Background: an optimization exercise with open tools, aiming at small area and a short achievable clock period. Do not read the settings as production practice. RTL that was checked went through simulation tests only; none was proved equivalent to the original. No activity file was given, so power comes from the tool's default toggle rates.

==> flow/design.v (excerpt) <==
module multiplier (
    input clk,
    input rst,
    input start,
    input [31:0] A,
    input [31:0] B,
    input [7:0] Physical_address_in,
    input [31:0] PC_in,
    output [63:0] Product,
    output reg done,
    output reg [7:0] Physical_address_out,
    output reg [31:0] PC_out
);
  reg r28_0;
  reg r28_1;
  reg r28_2;
  reg r29_0;
  reg r29_1;
  reg r29_2;
  reg r30_0;
  reg r30_1;
  reg r30_2;
  reg r31_0;
  reg r31_1;
  reg r31_2;
  reg r32_0;
  reg r32_1;
  reg r32_2;
  reg r33_0;
  reg r33_1;
  reg r33_2;
  reg r34_0;
  reg r34_1;
  reg r34_2;
  reg r35_0;
  reg r35_1;
  reg r35_2;
  reg r36_0;
  reg r36_1;
  reg r36_2;
  reg r37_0;
  reg r37_1;
  reg r37_2;
  reg r38_0;
  reg r38_1;
  reg r38_2;
  reg r39_0;
  reg r39_1;
  reg r39_2;
  reg r40_0;
  reg r40_1;
  reg r40_2;
  reg r41_0;
  reg r41_1;
  reg r41_2;
  reg r42_0;
  reg r42_1;
  reg r42_2;
  reg r43_0;
  reg r43_1;
  reg r43_2;
  reg r0_0;
  reg r0_1;
  reg r1_0;
  reg r2_0;
  reg r2_1;
  reg r3_0;
  reg r3_1;
  reg r4_0;
  reg r4_1;
  reg r5_0;
  reg r5_1;
  reg r6_0;
  reg r6_1;
  reg r7_0;
  reg r7_1;
  reg r8_0;
  reg r8_1;
  reg r9_0;
  reg r9_1;
  reg r10_0;
  reg r10_1;
  reg r11_0;
  reg r11_1;
  reg r12_0;
  reg r12_1;
  reg r13_0;
  reg r13_1;
  reg r14_0;
  reg r14_1;
  reg r15_0;
  reg r15_1;
  reg r16_0;
  reg r16_1;
  reg r17_0;
  reg r17_1;
  reg r18_0;
  reg r18_1;
  reg r19_0;
  reg r19_1;
  reg r20_0;
  reg r20_1;
  reg r21_0;
  reg r21_1;
  reg r22_0;
  reg r22_1;
  reg r23_0;
  reg r23_1;
  reg r24_0;
  reg r24_1;
  reg r25_0;
  reg r25_1;
  reg r26_0;
  reg r26_1;
  reg r27_0;
  reg r27_1;
  reg r28_3;
  reg r44_0;
  reg r45_0;
  reg r45_1;
  reg r46_0;
  reg r46_1;
  reg r47_0;
  reg r47_1;
  reg r48_0;
  reg r48_1;
  reg r49_0;
  reg r49_1;
  reg r50_0;
  reg r50_1;
  reg r51_0;
  reg r51_1;
  reg r52_0;
  reg r52_1;
  reg r53_0;
  reg r53_1;
  reg r54_0;
  reg r54_1;
  reg r55_0;
  reg r55_1;
  reg r56_0;
  reg r56_1;
  reg r57_0;
  reg r57_1;
  reg r58_0;
  reg r58_1;
  reg r59_0;
  reg r59_1;
  reg r60_0;
  reg r60_1;
  reg r61_0;
  reg r61_1;
  reg r62_0;
  reg r62_1;
  reg r63_0;
  reg r63_1;
  wire sgn0;
  BSGN u_bsgn0 (.x2(B[1]), .x1(B[0]), .x0(1'b0), .y(sgn0));
  wire one0_0, two0_0;
  XOR2 u_one0_0 (.a(B[0]), .b(1'b0), .y(one0_0));
  BTWO u_two0_0 (.x2(B[1]), .x1(B[0]), .x0(1'b0), .y(two0_0));
  ...
==> flow/config.mk <==
export PLATFORM = sky130hd
export DESIGN_NAME = multiplier
export DESIGN_NICKNAME = multiplier
export VERILOG_FILES = /design/flow/design.v
export SDC_FILE = /design/flow/constraint.sdc
export NUM_CORES = 8
export LEC_CHECK = 0
export CAP_MARGIN = 20
export CORE_MARGIN = 2
export CORE_UTILIZATION = 40
export PLACE_DENSITY = 0.7
export SETUP_SLACK_MARGIN = 0.6
export SLEW_MARGIN = 20
export SYNTH_HIERARCHICAL = 1
export SYNTH_MINIMUM_KEEP_SIZE = 0
==> flow/constraint.sdc <==
create_clock -name core_clock -period 5.0 [get_ports {clk}]
set_input_delay 1.0000 -clock core_clock [delete_from_list [all_inputs] [get_ports {clk}]]
set_output_delay 1.0000 -clock core_clock [all_outputs]
set_load 0.01 [all_outputs]
standard.sh (not shown) runs the stock make flow with config.mk's settings and CLKGATE_MAP_FILE= SYNTH_SCRIPT=/design/flow/synth_recipe.tcl, a recipe that flattens the netlist after the stock synthesis.
==> flow/flow/run.sh <==
#!/bin/bash
# Layout flow: the standard ORFS flow (standard.sh) with extra ORFS
# settings read from flow/knobs.txt (one VAR=value per line; @FLOW@ stands
# for this flow folder). Its output goes to standard.log.
set -euo pipefail
flowdir="$(pwd)/flow"
knobs=()
while IFS= read -r line; do
  [[ -z "$line" || "$line" == \#* ]] && continue
  knobs+=("${line//@FLOW@/$flowdir}")
done < flow/knobs.txt
bash standard.sh "${knobs[@]}" finish > standard.log 2>&1
==> flow/flow/downsize.tcl <==
# Start the layout from the smallest drive strength of every logic cell that
# synthesis sized up; the flow's timing repair then sizes up what needs it.
set n 0
foreach inst [[ord::get_db_block] getInsts] {
  set m [[$inst getMaster] getName]
  if {![regexp {^(sky130_fd_sc_hd__[a-z0-9]+)_([0-9]+)$} $m -> base size]} { continue }
  if {$size <= 1} { continue }
  if {[string match "*df*" $base] || [string match "*conb*" $base] || [string match "*clk*" $base] || [string match "*maj3*" $base]} { continue }
  set small [get_lib_cells -quiet ${base}_1]
  if {$small == ""} { continue }
  replace_cell [$inst getName] $small
  incr n
}
puts "downsize: $n cells set to drive strength 1"
==> flow/flow/knobs.txt <==
BUFFER_PORTS_ARGS=-buffer_cell sky130_fd_sc_hd__buf_1
PRE_FLOORPLAN_TCL=@FLOW@/downsize.tcl
Next try:
- SETUP_SLACK_MARGIN: 0.6 -> 0.8
Worst setup slack improves by 0.070 ns.
Power goes up by about 5%.
Die area is unchanged.
Combinational power goes up by about 6%.
Function was not checked in any run of this note: the RTL went through the layout flow alone.

========
multiplier, a different RTL version from the one above (not shown whole).
Size in the first run: about 2800 cells after synthesis, roughly 210 I/O pins.
clock: 5.0 ns
lec_check: 0
cap_margin: 20
core_margin: 2
core_utilization: 40
place_density: 0.7
setup_slack_margin: 0.65
slew_margin: 20
synth_hierarchical: 1
synth_minimum_keep_size: 0
Scripts as last shown in full above: flow/flow/run.sh, flow/flow/downsize.tcl, flow/flow/knobs.txt
==> next run, changes <==
Settings changed: SETUP_SLACK_MARGIN 0.65 to 0.5.
=> The changed run went through all stages and came out clean; via count came out higher by 0.41%; global-route usage hardly moves; synthesized cell count does not change; routed wire length stays flat; worst setup slack is worse by 0.11 ns.
Function was not checked in any run of this note: the RTL went through the layout flow alone.

========
Another version of the RTL of multiplier (not shown whole).
For scale: ~210 I/O pins.
Settings: LEC_CHECK=0, CAP_MARGIN=20, CORE_MARGIN=2, CORE_UTILIZATION=40, SETUP_SLACK_MARGIN=1.0, SLEW_MARGIN=20, SYNTH_HIERARCHICAL=1, SYNTH_MINIMUM_KEEP_SIZE=0; clock period 5.0 ns.
==> flow/flow/downsize.tcl <==
# Start the layout from the smallest drive strength of every logic cell that
# synthesis sized up; the flow's timing repair then sizes up what needs it.
set n 0
foreach inst [[ord::get_db_block] getInsts] {
  set m [[$inst getMaster] getName]
  if {![regexp {^(sky130_fd_sc_hd__[a-z0-9]+)_([0-9]+)$} $m -> base size]} { continue }
  if {$size <= 1} { continue }
  if {[string match "*df*" $base] || [string match "*conb*" $base] || [string match "*clk*" $base]} { continue }
  set small [get_lib_cells -quiet ${base}_1]
  if {$small == ""} { continue }
  replace_cell [$inst getName] $small
  incr n
}
puts "downsize: $n cells set to drive strength 1"
==> flow/flow/knobs.txt <==
BUFFER_PORTS_ARGS=-buffer_cell sky130_fd_sc_hd__buf_2
PRE_FLOORPLAN_TCL=@FLOW@/downsize.tcl
Scripts as last shown in full above: flow/flow/run.sh
==> next run, changes <==
==> flow/flow/knobs.txt (replaced) <==
BUFFER_PORTS_ARGS=-buffer_cell sky130_fd_sc_hd__buf_1
PRE_FLOORPLAN_TCL=@FLOW@/downsize.tcl
CORE_UTILIZATION = 55   (was 40)
PLACE_DENSITY = 0.7   (was default)
Effect:
- The changed run completed with no timing, DRC or antenna violations
- final area drops by about 1.3%
- core utilization climbs by 19 points
- setup slack degrades by 88 ps
- power drops by 0.72%
- wire length drops by about 5.5%
- final cell count drops by about 6.6%
- die area drops by about 27%
- via count climbs by 2.4%
==> next run, changes <==
CORE_UTILIZATION = 40   (was 55)
PLACE_DENSITY = default   (was 0.7)
TNS_END_PERCENT = 5   (was default)
After rerunning:
- cell count increases by 6.2%
- total power decreases by 1.7%
- fmax increases by 1.7%
- synthesized cell count stays the same
- die area increases by about 37%
- clock-buffer cell count increases by 1
==> next run, changes <==
TNS_END_PERCENT = default   (was 5)
- first-iteration DRC count climbs by 13%
- wire length drops by 0.96%
- via count came out higher by 0.71%
- worst setup slack is better by 71 ps
- non-clock buffer count rises by 28
No run of this note included a check of the RTL's function; only the layout flow was run.

========
Setup of run A:
Starting RTL as in the previous note.
clock: 5.0 ns
lec_check: 0
cap_margin: 20
core_margin: 2
core_utilization: 40
setup_slack_margin: 1.0
slew_margin: 20
synth_hierarchical: 1
synth_minimum_keep_size: 0
tns_end_percent: 30
==> flow/flow/knobs.txt <==
BUFFER_PORTS_ARGS=-buffer_cell sky130_fd_sc_hd__buf_1
PRE_FLOORPLAN_TCL=@FLOW@/downsize.tcl
Scripts as last shown in full above: flow/flow/run.sh, flow/flow/downsize.tcl
Run A finished end to end and its layout was clean on timing, DRC and antenna.
Changes in run H relative to run A:
Settings: TNS_END_PERCENT: 30 -> unset.
==> flow/flow/knobs.txt <==
BUFFER_PORTS_ARGS=-buffer_cell sky130_fd_sc_hd__buf_4
PRE_FLOORPLAN_TCL=@FLOW@/downsize.tcl
==> comparison <==
- Run H against run A: setup slack shrank by 0.029 ns; sequential power flat; required arrival time at the worst endpoint rose by 1.39 ns.
- Run H reached the final stage; the timing, design-rule and antenna checks on its layout passed.
Function was not checked in any run of this note: the RTL went through the layout flow alone.

========
Another version of the RTL of multiplier (not shown whole).
For scale: about 2800 cells after synthesis, ~210 I/O pins.
==> flow/config.mk <==
export PLATFORM = sky130hd
export DESIGN_NAME = multiplier
export DESIGN_NICKNAME = multiplier
export VERILOG_FILES = /design/flow/design.v
export SDC_FILE = /design/flow/constraint.sdc
export NUM_CORES = 8
export LEC_CHECK = 0
export CAP_MARGIN = 20
export CORE_MARGIN = 2
export CORE_UTILIZATION = 35
export PLACE_DENSITY = 0.7
export SETUP_SLACK_MARGIN = 0.75
export SLEW_MARGIN = 20
export SYNTH_HIERARCHICAL = 1
export SYNTH_MINIMUM_KEEP_SIZE = 0
==> flow/constraint.sdc <==
create_clock -name core_clock -period 5.0 [get_ports {clk}]
set_input_delay 1.0000 -clock core_clock [delete_from_list [all_inputs] [get_ports {clk}]]
set_output_delay 1.0000 -clock core_clock [all_outputs]
set_load 0.01 [all_outputs]
==> flow/flow/downsize.tcl <==
# Start the layout from the smallest drive strength of every logic cell that
# synthesis sized up; the flow's timing repair then sizes up what needs it.
set n 0
foreach inst [[ord::get_db_block] getInsts] {
  set m [[$inst getMaster] getName]
  if {![regexp {^(sky130_fd_sc_hd__[a-z0-9]+)_([0-9]+)$} $m -> base size]} { continue }
  if {$size <= 1} { continue }
  if {[string match "*df*" $base] || [string match "*conb*" $base] || [string match "*clk*" $base] || [string match "*maj3*" $base]} { continue }
  set small [get_lib_cells -quiet ${base}_1]
  if {$small == ""} { continue }
  replace_cell [$inst getName] $small
  incr n
}
puts "downsize: $n cells set to drive strength 1"
==> flow/flow/knobs.txt <==
BUFFER_PORTS_ARGS=-buffer_cell sky130_fd_sc_hd__buf_1
PRE_FLOORPLAN_TCL=@FLOW@/downsize.tcl
Scripts as last shown in full above: flow/flow/run.sh
Testbench counts at the start, summed over its fixed seeds: latency 24,000, ops 24,000.
Rerun with:
CORE_UTILIZATION = 45   (was 35)
Clock power hardly moves.
Routed wire length goes down by a few percent.
Power shrinks by a few percent.
Setup slack improves by 0.018 ns.
Utilization came out higher by 11 points.
Rerun with:
CORE_UTILIZATION = 40   (was 45)
SETUP_SLACK_MARGIN = 0.7   (was 0.75)
Effect: The new run completed without violations. Count of clock-buffer cells in the layout falls by 1. Via count falls slightly. Worst setup slack got worse by 0.089 ns. Routed wire length stays flat. Sequential power is about the same. Total power falls slightly. Die area rises by roughly a tenth. Global-route usage falls by 3.2 points. Cell area barely changes.
Rerun with:
SETUP_SLACK_MARGIN = 0.9   (was 0.7)
- hold slack is about the same
- wire length fell by about 0.9%
- non-clock buffer count rose by 24
- first-iteration DRC count fell by about 5%
- setup slack improved by 0.036 ns
- clock power barely changes

## what the ideal ports hide
In the flow no input, the clock included, has a driving cell. The finished layouts below were timed again as built, in two steps.
Step 1: set_driving_cell puts a clkbuf_16 on clk and a buf_2 on each other input, an assumption about the parent block.
Step 2 adds t to the input delays and takes it off the output delays; t is the mean of the earliest and latest rising clock arrival at the registers after step 1. Input paths then give back, and output paths get back, about the clock's delay inside the block.
Three values: ideal ports, drivers, drivers and shift; two values: the first two.
| run | shift t [ns] | setup WS [ns] | cell pins on the clock port's net |
|---|---|---|---|
| the first run of note 1 | 0.570 | 0.784 / 0.724 / 0.239 | 1 |
| the second run of note 1 | 0.572 | 0.854 / 0.793 / 0.298 | 1 |
| the first run of note 2 | 0.571 | 0.841 / 0.778 / 0.329 | 1 |
| the second run of note 2 | 0.573 | 0.727 / 0.662 / 0.338 | 1 |
| the first run of note 3 | 0.555 | 0.964 / 0.989 / 0.434 | 1 |
| the second run of note 3 | 0.560 | 0.876 / 0.904 / 0.344 | 1 |
| the third run of note 3 | 0.573 | 0.945 / 0.883 / 0.423 | 1 |
| the fourth run of note 3 | 0.570 | 1.016 / 0.955 / 0.461 | 1 |
| run A | 0.555 | 0.991 / 0.931 / 0.443 | 1 |
| run H | 0.559 | 0.961 / 0.954 / 0.428 | 1 |
| the first run of note 5 | 0.565 | 0.883 / 0.826 / 0.304 | 1 |
| the second run of note 5 | 0.570 | 0.901 / 0.837 / 0.315 | 1 |
| the third run of note 5 | 0.549 | 0.813 / 0.759 / 0.321 | 1 |
| the fourth run of note 5 | 0.560 | 0.849 / 0.787 / 0.319 | 1 |
After both steps setup and hold are still met in every run listed. For the second run of note 5, which loses most, drivers alone change the setup slack by -0.064 ns; drivers and shift together by -0.586 ns.
